Context: an optimization exercise on an open-source flow, tuned for small area and a short achievable clock period. The choices shown serve that exercise and are no tape-out recipe. In this exercise RTL edits were held to simulation tests only and were not proved equivalent to the original. Power figures rest on the tool's default switching activity, not on a simulated workload.

==> design/flow/design.v <==
`timescale 1ns / 1ps
module alu_wrap(
    input clk,
    input [31:0] a,
    input [31:0] b,
    input cin,
    input [4:0] card,
    output reg [31:0] f,
    output reg cout,
    output reg zero
    );
    reg [31:0] a_q, b_q;
    reg cin_q;
    reg [4:0] card_q;
    wire [31:0] f_d;
    wire cout_d, zero_d;
    alu u_alu(a_q, b_q, cin_q, card_q, f_d, cout_d, zero_d);
    always @(posedge clk) begin
        a_q <= a;
        b_q <= b;
        cin_q <= cin;
        card_q <= card;
        f <= f_d;
        cout <= cout_d;
        zero <= zero_d;
    end
endmodule

`timescale 1ns / 1ps
module add1(a, b, cin, sum, cout);
    input a, b, cin;
    output sum, cout;
    assign sum = a ^ b ^ cin;
    assign cout = (a & b) | (a & cin) | (b & cin);
endmodule
module add2(a, b, cin, sum, cout);
    input [1:0] a, b;
    input cin;
    output [1:0] sum;
    output cout;
    wire carry;
    add1 a1(a[0], b[0], cin, sum[0], carry);
    add1 a2(a[1], b[1], carry, sum[1], cout);
endmodule
module add4(a, b, cin, sum, cout);
    input [3:0] a, b;
    input cin;
    output [3:0] sum;
    output cout;
    wire carry;
    add2 a1(a[1:0], b[1:0], cin, sum[1:0], carry);
    add2 a2(a[3:2], b[3:2], carry, sum[3:2], cout);
endmodule
module add8(a, b, cin, sum, cout);
    input [7:0] a, b;
    input cin;
    output [7:0] sum;
    output cout;
    wire carry;
    add4 a1(a[3:0], b[3:0], cin, sum[3:0], carry);
    add4 a2(a[7:4], b[7:4], carry, sum[7:4], cout);
endmodule
module add16(a, b, cin, sum, cout);
    input [15:0] a, b;
    input cin;
    output [15:0] sum;
    output cout;
    wire carry;
    add8 a1(a[7:0], b[7:0], cin, sum[7:0], carry);
    add8 a2(a[15:8], b[15:8], carry, sum[15:8], cout);
endmodule
module add32(a, b, cin, sum, cout);
    input [31:0] a, b;
    input cin;
    output [31:0] sum;
    output cout;
    wire carry;
    add16 a1(a[15:0], b[15:0], cin, sum[15:0], carry);
    add16 a2(a[31:16], b[31:16], carry, sum[31:16], cout);
endmodule
module sub32(a, b, cin, sum, cout);
    input [31:0] a, b;
    input cin;
    output [31:0] sum;
    output cout;
    wire [31:0] b_n, sum_t, cin_n;
    wire cout1, cout2;
    assign b_n = b ^ {32{1'b1}};
    assign cin_n = {{31{1'b0}}, cin} ^ {32{1'b1}};
    add32 a1(a, b_n, 1'b1, sum_t, cout1);
    add32 a2(sum_t, cin_n, 1'b1, sum, cout2);
    assign cout = cout1 | cout2;
endmodule
`timescale 1ns / 1ps
module multiplex32_16(in, out, card);
    input [511:0] in;
    input [4:0] card;
    output reg [31:0] out;
    always @(*) begin
        case(card)
            5'b00000: out = in[511:480];
            5'b00001: out = in[479:448];
            5'b00010: out = in[447:416];
            5'b00011: out = in[415:384];
            5'b00100: out = in[383:352];
            5'b00101: out = in[351:320];
            5'b00110: out = in[319:288];
            5'b00111: out = in[287:256];
            5'b01000: out = in[255:224];
            5'b01001: out = in[223:192];
            5'b01010: out = in[191:160];
            5'b01011: out = in[159:128];
            5'b01100: out = in[127:96];
            5'b01101: out = in[95:64];
            5'b01110: out = in[63:32];
            5'b01111: out = in[31:0];
            default: out = {32{1'b0}};
        endcase
    end
endmodule
module multiplex1_16(in, out, card);
    input [15:0] in;
    input [4:0] card;
    output reg out;
    always @(*) begin
        case(card)
            5'b00000: out = in[15];
            5'b00001: out = in[14];
            5'b00010: out = in[13];
            5'b00011: out = in[12];
            5'b00100: out = in[11];
            5'b00101: out = in[10];
            default: out = 1'b0;
        endcase
    end
endmodule
`timescale 1ns / 1ps
module alu(a, b, cin, card, f, cout, zero);
    input [31:0] a, b;
    input [4:0] card;
    input cin;
    output [31:0] f;
    output cout;
    output reg zero;
    wire [511:0] f_t;
    wire [15:0] cout_t;
    add32 a1(a, b, 1'b0, f_t[511:480], cout_t[15]);
    add32 a2(a, b, cin, f_t[479:448], cout_t[14]);
    sub32 s3(a, b, 1'b0, f_t[447:416], cout_t[13]);
    sub32 s4(a, b, cin, f_t[415:384], cout_t[12]);
    sub32 s5(b, a, 1'b0, f_t[383:352], cout_t[11]);
    sub32 s6(b, a, cin, f_t[351:320], cout_t[10]);
    assign f_t[319:288] = a;
    assign f_t[287:256] = b;
    assign f_t[255:224] = ~a;
    assign f_t[223:192] = ~b;
    assign f_t[191:160] = a|b;
    assign f_t[159:128] = a&b;
    assign f_t[127:96] = ~(a^b);
    assign f_t[95:64] = a^b;
    assign f_t[63:32] = ~(a&b);
    assign f_t[31:0] = {32{1'b0}};
    multiplex32_16 m32(f_t, f, card);
    multiplex1_16 m1(cout_t, cout, card);
    always @(*) begin
        if(f=={32{1'b0}}) zero = 1;
        else zero = 0;
    end
endmodule
==> design/flow/run.sh <==
#!/bin/bash
# synth_recipe.tcl (not shown) runs the flow's synth.tcl, then flattens the netlist and writes it again
# the make line also repeats each setting of config.mk as NAME=value (left out here)
make -C /OpenROAD-flow-scripts/flow DESIGN_CONFIG=/design/flow/config.mk WORK_HOME=/design/flow/orfs CLKGATE_MAP_FILE= SYNTH_SCRIPT=/design/flow/synth_recipe.tcl finish
==> design/flow/config.mk <==
export PLATFORM = sky130hd
export DESIGN_NAME = alu_wrap
export DESIGN_NICKNAME = alu_wrap
export VERILOG_FILES = /design/flow/design.v
export SDC_FILE = /design/flow/constraint.sdc
export NUM_CORES = 4
export LEC_CHECK = 0
export CAP_MARGIN = 20
export CORE_MARGIN = 2
export CORE_UTILIZATION = 40
export SLEW_MARGIN = 20
==> design/flow/constraint.sdc <==
create_clock -name core_clock -period 17.0 [get_ports {clk}]
set_input_delay 3.4000 -clock core_clock [delete_from_list [all_inputs] [get_ports {clk}]]
set_output_delay 3.4000 -clock core_clock [all_outputs]
set_load 0.01 [all_outputs]
==> results of run 1 <==
-- through the flow --
stage          power, uW  setup WS [ns]
6_report             814          0.617
5_1_grt              866         0.0227
4_1_cts              817         0.0376
3_5_place_dp         595         0.0143
3_3_place_gp         590         0.0855
2_1_floorplan        480          0.969
-- state kept, by name, indices dropped and copies added (netlist names) --
name	flops
f	32
cout	1
b_q	32
card_q	5
a_q	32
cin_q	1
zero	1
-- worst max-delay path: cells and delay by family, from the launching register on --
kind | cells | cell delay (ns)
and+or+nand+nor | 5 | 0.63
buffers and inverters | 3 | 0.18
DFF | 1 | 0.35
adders and majority gates | 33 | 14.81
AOI/OAI and AO/OA | 2 | 0.34
-- cell families after synthesis --
| kind of cell | Yosys count | synth area share (%) |
|---|---|---|
| AO/OA/AOI/OAI | 369 | 23.8 |
| AND/OR/NAND/NOR | 366 | 18.0 |
| buffers and inverters | 197 | 7.37 |
| adder cells (fa/ha/maj) | 192 | 27.2 |
| flip-flops | 104 | 19.7 |
| multiplexers | 28 | 2.71 |
| XOR/XNOR | 14 | 1.16 |
-- repair_timing --
action,CTS,global route
pin swaps,0,1
resized for setup,4,12
hold endpoints to repair,0,0
endpoints found under the setup margin,1,2
-- final timing paths --
kind / startpoint / endpoint / slack [ns] / cells after the start
max: a_q[0] / zero / 0.62 / 43
min: a_q[31] / cout / 0.66 / 2
max reg2reg: a_q[0] / zero / 0.62 / 43
min reg2reg: a_q[31] / cout / 0.66 / 2
-- where the power goes --
| group | switching, uW | internal, uW | total (uW) | leakage, uW |
|---|---|---|---|---|
| clock | 103 | 115 | 218 | 0.000146 |
| sequential | 25.1 | 265 | 290 | 0.000875 |
| combinational | 169 | 137 | 306 | 0.00424 |
-- cells in the final DEF (no fill, tap or decap), types with 10 or more instances in the layout --
| cell type | count |
|---|---|
| sky130_fd_sc_hd__nor4_1 | 21 |
| sky130_fd_sc_hd__o221ai_1 | 14 |
| sky130_fd_sc_hd__buf_4 | 15 |
| sky130_fd_sc_hd__or3_1 | 12 |
| sky130_fd_sc_hd__fa_2 | 13 |
| sky130_fd_sc_hd__nor2_1 | 98 |
| sky130_fd_sc_hd__ha_1 | 129 |
| sky130_fd_sc_hd__a221oi_1 | 15 |
| sky130_fd_sc_hd__o2111ai_1 | 10 |
| sky130_fd_sc_hd__nand2_1 | 79 |
| sky130_fd_sc_hd__o211ai_1 | 21 |
| sky130_fd_sc_hd__o21ai_0 | 81 |
| sky130_fd_sc_hd__nand2b_1 | 10 |
| sky130_fd_sc_hd__dfxtp_1 | 101 |
| sky130_fd_sc_hd__fa_1 | 50 |
| sky130_fd_sc_hd__o22ai_1 | 31 |
| sky130_fd_sc_hd__a21oi_1 | 66 |
| sky130_fd_sc_hd__clkdlybuf4s50_1 | 104 |
| sky130_fd_sc_hd__a211oi_1 | 28 |
| sky130_fd_sc_hd__nor3_1 | 35 |
| sky130_fd_sc_hd__mux2i_1 | 23 |
| sky130_fd_sc_hd__nor2b_1 | 11 |
| sky130_fd_sc_hd__nand3_1 | 17 |
| sky130_fd_sc_hd__nand4_1 | 11 |
| sky130_fd_sc_hd__inv_1 | 144 |
-- layer usage --
metal	up-vias	track usage, %
met5	-	0
met3	97	5.06
li1	4792	-
met2	569	42.5
met4	0	9.41
met1	4916	37.1
-- layout make-up --
class | count | area, um2 | share of cell area, %
multi-input cells | 969 | 7780 | 63.4
inverters | 144 | 541 | 4.40
clock buffers | 9 | 225 | 1.83
well taps | 335 | 419 | 3.41
clock inverters | 7 | 70.1 | 0.571
flip-flops and latches | 104 | 2090 | 17.0
repair buffers | 119 | 1150 | 9.40
==> metrics.md, run 1 <==
| Metric | Value |
|---|---|
| Final worst path period need | 16.38 ns |
| Synth Cell Area | 10,600 um2 |
| Number of levels in the clock H-tree | 3 |
| Hold Slack | 0.664 ns |
| Cell area power density | 66.3 nW/um2 |
| Detailed-placement wirelength estimate | 28,200 um |
| Later-pin clock latency in the skew report | 0.36 ns |
| Leading cell type by number of instances after synthesis | sky130_fd_sc_hd__inv_1 |
| Placer Congestion | 0.934 |
| Number of enable-type register cells in the synthesized netlist | 0 |
| Required time reported for the critical path endpoint | 17.28 ns |
| Number of storage elements in the synthesis netlist | 104 |
| Hold-fix buffers, CTS | 0 |
| CP max FO | 5 |
| Number of vias after detailed routing | 10,400 |
| Vertical die dimension | 167 um |
| Yosys Warn Count | 4 |
| Area Growth Syn to Fin | 16.2% |
| Antenna violations before repair | 0 |
| Post-synth ARST share | 0% |
| Placement-stage cell area | 11,900 um2 |
| Clock tree from TritonCTS | built |
| Library cell contributing the largest single delay on the critical path | sky130_fd_sc_hd__fa_1 |
| Die area | 27,700 um2 |
| Class of the most critical setup path | register to register |
| DRC violation count after routing | 0 |
| Ant. Diodes | 0 |
| CP dominant cell by count | sky130_fd_sc_hd__fa_1 |
| TritonCTS sink count | 104 |
| Transition time at the pin with the least slew margin | 1.08 ns |
| Port-buffer cells | 104 |
| Fin Clk Skew | 0.00922 ns |
| Clock tree root driver cell | sky130_fd_sc_hd__clkbuf_16 |
| Number of primary I/O pins | 105 |
| Post-synthesis net count | 1,533 |
| Number of cells produced by synthesis | 1,270 |
| Endpoint kind of the worst setup timing path | register |
| Mean cell area of the mapped netlist | 8.32 um2 |
| Standard-cell row count | 59 |
| Share of post-route cells with drive strength above 1 | 6.07% |
| Filler Cells Inserted | 2,557 |
| Drt first-iter violations | 1,141 |
| Most frequent cells after synthesis | 144 x sky130_fd_sc_hd__inv_1, 129 x sky130_fd_sc_hd__ha_1, 104 x sky130_fd_sc_hd__dfxtp_1, 102 x sky130_fd_sc_hd__nor2_1, 81 x sky130_fd_sc_hd__o21ai_0 |
| Result of the run | timing/DRC/antenna clean |
| Number of buffers created by CTS | 9 |
| Largest stage delay on the critical path | 0.57 ns |
| Number of global-route vias before repair | 10,100 |
| First-pass DRT Iterations | 5 |
| Fin util | 47.2% |
| Number of nets in the layout | 1,610 |
| Number of setup buffers added after CTS | 0 |
| Final routed wire length divided by cell count | 22.4 um |
| Initial core utilization | 40.7% |
| Portion of the clock cycle consumed by the worst path in the final layout | 96.4% |
| Timing-limited maximum frequency | 0.0610 GHz |
| Most common flop cell mapped by yosys | sky130_fd_sc_hd__dfxtp_1 |
| Total met2 wirelength after detailed routing | 16,900 um |
| WP data arrival | 16.66 ns |
| Yosys top cell by area | sky130_fd_sc_hd__dfxtp_1 |
| Wire length on met3 | 3490 um |
| Pleak | 0.00527 uW |
| Overall routed net length | 37,800 um |
| GR Util All Layers | 27.0% |
| Max transition margin | 28.1% |
| Post-route met1 wirelength | 16,200 um |
| Wire length of the first global-routing pass | 58,800 um |
| Fin. Hold Viols | 0 |
| Startpoint kind of the worst setup timing path | register |
| Detail-routed via count per cell | 6.15 |
| Final-layout setup total negative slack | 0 ns |
| Unrepaired setup endpoints after global routing | no |
| Pin count of the biggest net entering global routing | 54 |
| Highest metal layer with signal wires | met4 |
| Maximum ir drop on the vdd rail | 0.0589 mV |
| Number of non-filler instances in the completed layout | 1,687 |
| Antenna viol nets, final | 0 |
| Die Span X | 167 um |
| Clock-pin slew on the worst setup and hold paths | 0.08 ns |
| Placeable core region | 26,000 um2 |
| Sequential cell area fraction in the yosys report | 19.7% |
| GRT Residual Overflow | 0 |
| Clock Path Buffers | 2 |
| Cell variety after synth | 82 |
| Share of the synthesized area in the top cell type | 19.7% |
| Cell area after layout | 12,300 um2 |
| Cell types occupying the most area after synthesis | sky130_fd_sc_hd__dfxtp_1 20%, sky130_fd_sc_hd__ha_1 15%, sky130_fd_sc_hd__fa_1 12%, sky130_fd_sc_hd__inv_1 5.1%, sky130_fd_sc_hd__o21ai_0 3.8% |
| Number of max-slew violations in the final report | 0 |
| Final setup violation count | 0 |
| MaxCap Viol Count | 0 |
| Instance count after placement with tap cells included | 1,671 |
| Path category of the worst min-delay check | register to register |
==> run 2, diff against run 1 <==
==> design/flow/design.v (replaced) <==
`timescale 1ns / 1ps
module alu_wrap(
    input clk,
    input [31:0] a,
    input [31:0] b,
    input cin,
    input [4:0] card,
    output reg [31:0] f,
    output reg cout,
    output reg zero
    );
    reg [31:0] a_q, b_q;
    reg cin_q;
    reg [4:0] card_q;
    wire [31:0] f_d;
    wire cout_d, zero_d;
    alu u_alu(a_q, b_q, cin_q, card_q, f_d, cout_d, zero_d);
    always @(posedge clk) begin
        a_q <= a;
        b_q <= b;
        cin_q <= cin;
        card_q <= card;
        f <= f_d;
        cout <= cout_d;
        zero <= zero_d;
    end
endmodule

module alu(a, b, cin, card, f, cout, zero);
    input [31:0] a, b;
    input [4:0] card;
    input cin;
    output [31:0] f;
    output cout;
    output zero;
    wire arith = ~card[4] & ~card[3] & ~(card[2] & card[1]);
    wire swap  = card[2];
    wire sub   = card[2] | card[1];
    wire [31:0] x  = swap ? b : a;
    wire [31:0] y0 = swap ? a : b;
    wire [31:0] y  = sub ? ~y0 : y0;
    wire c = card[0] ? (cin ^ sub) : sub;
    wire [32:0] s = {1'b0, x} + {1'b0, y} + {32'b0, c};
    reg [31:0] l;
    always @(*) begin
        case (card[3:0])
            4'd6:  l = a;
            4'd7:  l = b;
            4'd8:  l = ~a;
            4'd9:  l = ~b;
            4'd10: l = a | b;
            4'd11: l = a & b;
            4'd12: l = ~(a ^ b);
            4'd13: l = a ^ b;
            4'd14: l = ~(a & b);
            default: l = 32'b0;
        endcase
    end
    assign f = arith ? s[31:0] : (card[4] ? 32'b0 : l);
    assign cout = arith & (sub | s[32]);
    assign zero = ~|f;
endmodule
==> run 2 against run 1 <==
  * Power shrank 2.7%
  * Die area fell by 15%
  * Combinational power about the same
  * First-iteration DRC count fell by 18%
  * Register-to-register slack better by 11 ns
==> metrics.md, run 2 <==
| Metric | Value |
|---|---|
| Result of the run | timing/DRC/antenna clean |
| Leading cell type in the layout, fill and taps excluded | sky130_fd_sc_hd__nand2_1 |
| Final worst path period need | 5.09 ns (-11.29 ns) |
| Fin. Hold Viols | 0 (unchanged) |
| Number of max-slew violations in the final report | 0 (unchanged) |
| Maximum ir drop on the vdd rail | 0.0448 mV (-24%) |
| Number of primary I/O pins | 105 (unchanged) |
| Detailed-placement wirelength estimate | 21,800 um (-23%) |
| Number of vias after detailed routing | 8,712 (-16%) |
| Regs by FF count | a_q x32, b_q x32, f x32 |
| Die Span X | 153 um (-7.9%) |
| Clock tree from TritonCTS | built |
| Yosys Warn Count | 2 (-2) |
| Antenna viol nets, final | 0 (unchanged) |
| Cell types occupying the most area after synthesis | sky130_fd_sc_hd__dfxtp_1 23%, sky130_fd_sc_hd__ha_1 13%, sky130_fd_sc_hd__a21oi_1 4.9%, sky130_fd_sc_hd__nand2_1 4.8%, sky130_fd_sc_hd__xor2_1 4.4% |
| Share of the synthesized area in the top cell type | 23.3% (+3.6 points) |
| Share of post-route cells with drive strength above 1 | 4.46% (-1.6 points) |
| GRT Residual Overflow | 0 (unchanged) |
| Wire length of the first global-routing pass | 45,100 um (-23%) |
| Final setup violation count | 0 (unchanged) |
| Synth Cell Area | 8920 um2 (-16%) |
| Leading cell type by number of instances after synthesis | sky130_fd_sc_hd__nand2_1 |
| Filler Cells Inserted | 2,184 (-15%) |
| MaxCap Viol Count | 0 (unchanged) |
| Startpoint kind of the worst setup timing path | register |
| WP data arrival | 5.37 ns (-11.29 ns) |
| TritonCTS sink count | 104 (unchanged) |
| Most common flop cell mapped by yosys | sky130_fd_sc_hd__dfxtp_1 |
| Final-layout setup total negative slack | 0 ns (unchanged) |
| Number of cells produced by synthesis | 1,136 (-11%) |
| Unrepaired setup endpoints after global routing | no |
| Initial core utilization | 40.8% (+0.089 points) |
| DRC violation count after routing | 0 (unchanged) |
| Port-buffer cells | 104 (unchanged) |
| Drt first-iter violations | 930 (-18%) |
| Number of enable-type register cells in the synthesized netlist | 0 (unchanged) |
| Most frequent cells after synthesis | 114 x sky130_fd_sc_hd__nand2_1, 104 x sky130_fd_sc_hd__dfxtp_1, 95 x sky130_fd_sc_hd__ha_1, 88 x sky130_fd_sc_hd__a21oi_1, 76 x sky130_fd_sc_hd__inv_1 |
| Number of storage elements in the synthesis netlist | 104 (unchanged) |
| Number of global-route vias before repair | 7,745 (-24%) |
| Power consumption | 793 uW (-2.7%) |
| Area Growth Syn to Fin | 15.7% |
| Timing-limited maximum frequency | 0.196 GHz (+220%) |
| Post-synth ARST share | 0% (unchanged) |
| Detail-routed via count per cell | 5.93 (-3.6%) |
| Antenna violations before repair | 0 (unchanged) |
| Endpoint kind of the worst setup timing path | register |
| Vertical die dimension | 153 um (-7.9%) |
| First-pass DRT Iterations | 5 (unchanged) |
| Path category of the worst min-delay check | register to register |
| Number of nets in the layout | 1,352 (-16%) |
| Placeable core region | 21,900 um2 (-16%) |
| Post-synthesis net count | 1,304 (-15%) |
| Number of setup buffers added after CTS | 0 (unchanged) |
| Clock tree root driver cell | sky130_fd_sc_hd__clkbuf_16 |
| Class of the most critical setup path | register to register |
| Transition time at the pin with the least slew margin | 1.05 ns (-0.0304 ns) |
| Max transition margin | 30.0% (+2.0 points) |
| Mean cell area of the mapped netlist | 7.85 um2 (-5.6%) |
| Fin Clk Skew | 0.0106 ns (+0.00140 ns) |
| GR Util All Layers | 24.5% (-2.5 points) |
| Final routed wire length divided by cell count | 20.0 um (-11%) |
| CP max FO | 96 (+91) |
| Pin count of the biggest net entering global routing | 97 (+80%) |
| Hold-fix buffers, CTS | 0 (unchanged) |
| Clock-pin slew on the worst setup and hold paths | 0.07 ns (about the same) |
| Yosys top cell by area | sky130_fd_sc_hd__dfxtp_1 |
| Ant. Diodes | 0 (unchanged) |
| Cell variety after synth | 88 (+7.3%) |
| Clock Path Buffers | 2 (unchanged) |
| Pleak | 0.00433 uW (-18%) |
| Number of levels in the clock H-tree | 3 (unchanged) |
| Cell area power density | 76.8 nW/um2 (+16%) |
| Overall routed net length | 29,400 um (-22%) |
| Later-pin clock latency in the skew report | 0.37 ns (about the same) |
| Required time reported for the critical path endpoint | 17.28 ns (about the same) |
| Placer Congestion | 0.927 (-0.73%) |
| Number of buffers created by CTS | 9 (unchanged) |
| Most frequent cells in the layout | 114 x sky130_fd_sc_hd__nand2_1, 104 x sky130_fd_sc_hd__clkdlybuf4s50_1, 100 x sky130_fd_sc_hd__dfxtp_1, 95 x sky130_fd_sc_hd__ha_1, 88 x sky130_fd_sc_hd__a21oi_1 |
| Die area | 23,500 um2 (-15%) |
| Portion of the clock cycle consumed by the worst path in the final layout | 29.9% (-66 points) |
| Count of cells resized by post-cts repair | 0 (-4) |
| Sequential cell area fraction in the yosys report | 23.3% (+3.6 points) |
| Standard-cell row count | 54 (-8.5%) |
[run 2: cell type report]
cell class / count / area, um2 / area share (%)
clock inverter: 6 / 42.5 / 0.412
multi-input combinational: 876 / 6180 / 59.9
tap: 280 / 350 / 3.40
timing repair buffer: 116 / 1130 / 11.0
clock buffer: 10 / 229 / 2.22
inverter: 77 / 289 / 2.80
sequential: 104 / 2090 / 20.3
[run 2: worst paths after layout]
kind | slack (ns) | endpoint | from | cells past startpoint
worst min-delay path | 0.76 | f[3] | a_q[3] | 4
worst min register to register | 0.76 | f[3] | a_q[3] | 4
worst max register to register | 11.91 | zero | card_q[2] | 15
worst max-delay path | 11.91 | zero | card_q[2] | 15
[run 2: critical path, stage by stage (launching register included)]
cell,delay [ns]
sky130_fd_sc_hd__dfxtp_4,0.95
sky130_fd_sc_hd__buf_4,0.62
sky130_fd_sc_hd__buf_4,0.60
sky130_fd_sc_hd__nand2b_1,0.20
sky130_fd_sc_hd__nand2_1,0.06
sky130_fd_sc_hd__ha_1,0.39
sky130_fd_sc_hd__a21oi_1,0.28
sky130_fd_sc_hd__o21ai_0,0.16
sky130_fd_sc_hd__o31ai_1,0.25
sky130_fd_sc_hd__a31oi_1,0.11
sky130_fd_sc_hd__a221oi_2,0.32
sky130_fd_sc_hd__xor2_1,0.17
sky130_fd_sc_hd__o22ai_1,0.11
sky130_fd_sc_hd__a2111oi_0,0.42
sky130_fd_sc_hd__nand4_1,0.17
sky130_fd_sc_hd__nor4_2,0.14
[run 2: cell families after synthesis]
group	share of synthesized area, %
compound gates	28.7
flops	23.3
mux	3.34
fa+ha+maj	13.8
buf+inv	7.59
xor+xnor	5.89
simple gates	17.4
[run 2: stage by stage]
step / cells / worst slack (ns) / hold WS, ns / utilization (%) / instance area [um2]
after floorplan: 1136 / 12.06 / 0.664 / - / 8920
after global placement: 1453 / 12.09 / 0.750 / 45.9 / 10000
after detailed placement: 1453 / 11.97 / 0.743 / 45.9 / 10000
after CTS: 1469 / 11.94 / 0.770 / 47.1 / 10300
after global routing: 1469 / 11.40 / 0.857 / 47.1 / 10300
final: 1469 / 11.91 / 0.764 / 47.1 / 10300
[run 2: layer usage]
layer | global-route usage (%) | part of all wire, %
met1 | 36.8 | 47
met2 | 34.4 | 41
met3 | 5.10 | 9.8
met4 | 7.95 | 2.7
met5 | 0 | 0
[run 2: power breakdown]
group | leakage (uW) | switching [uW] | internal (uW)
clock network | 0.000133 | 99.0 | 100
registers | 0.000872 | 22.7 | 263
logic | 0.00332 | 175 | 132

## what the ideal ports hide
In the flow no input, the clock included, has a driving cell. The finished layouts below were timed again as built, in two steps. Step 1 sets driving cells, clkbuf_16 on the clock port and buf_2 on the other inputs (assumed; they add their load-dependent delay and slew). Step 2 also shifts input and output timing later by t, the mid clock arrival at the registers, as if the neighbouring blocks saw the same clock. Slacks: no drivers / after step 1 / after step 2; pairs: no drivers / after step 1.
run | shift t [ns] | setup slack, ns | worst hold slack (ns) | worst setup path at the end | pins driven straight from the clock port
run 1 | 0.404 | 0.617 / 0.617 / 0.617 | 0.664 / 0.664 / 0.664 | register to register | 1
run 2 | 0.405 | 11.911 / 11.911 / 11.911 | 0.764 / 0.764 / 0.764 | register to register | 1
After both steps every run listed still meets setup and hold.
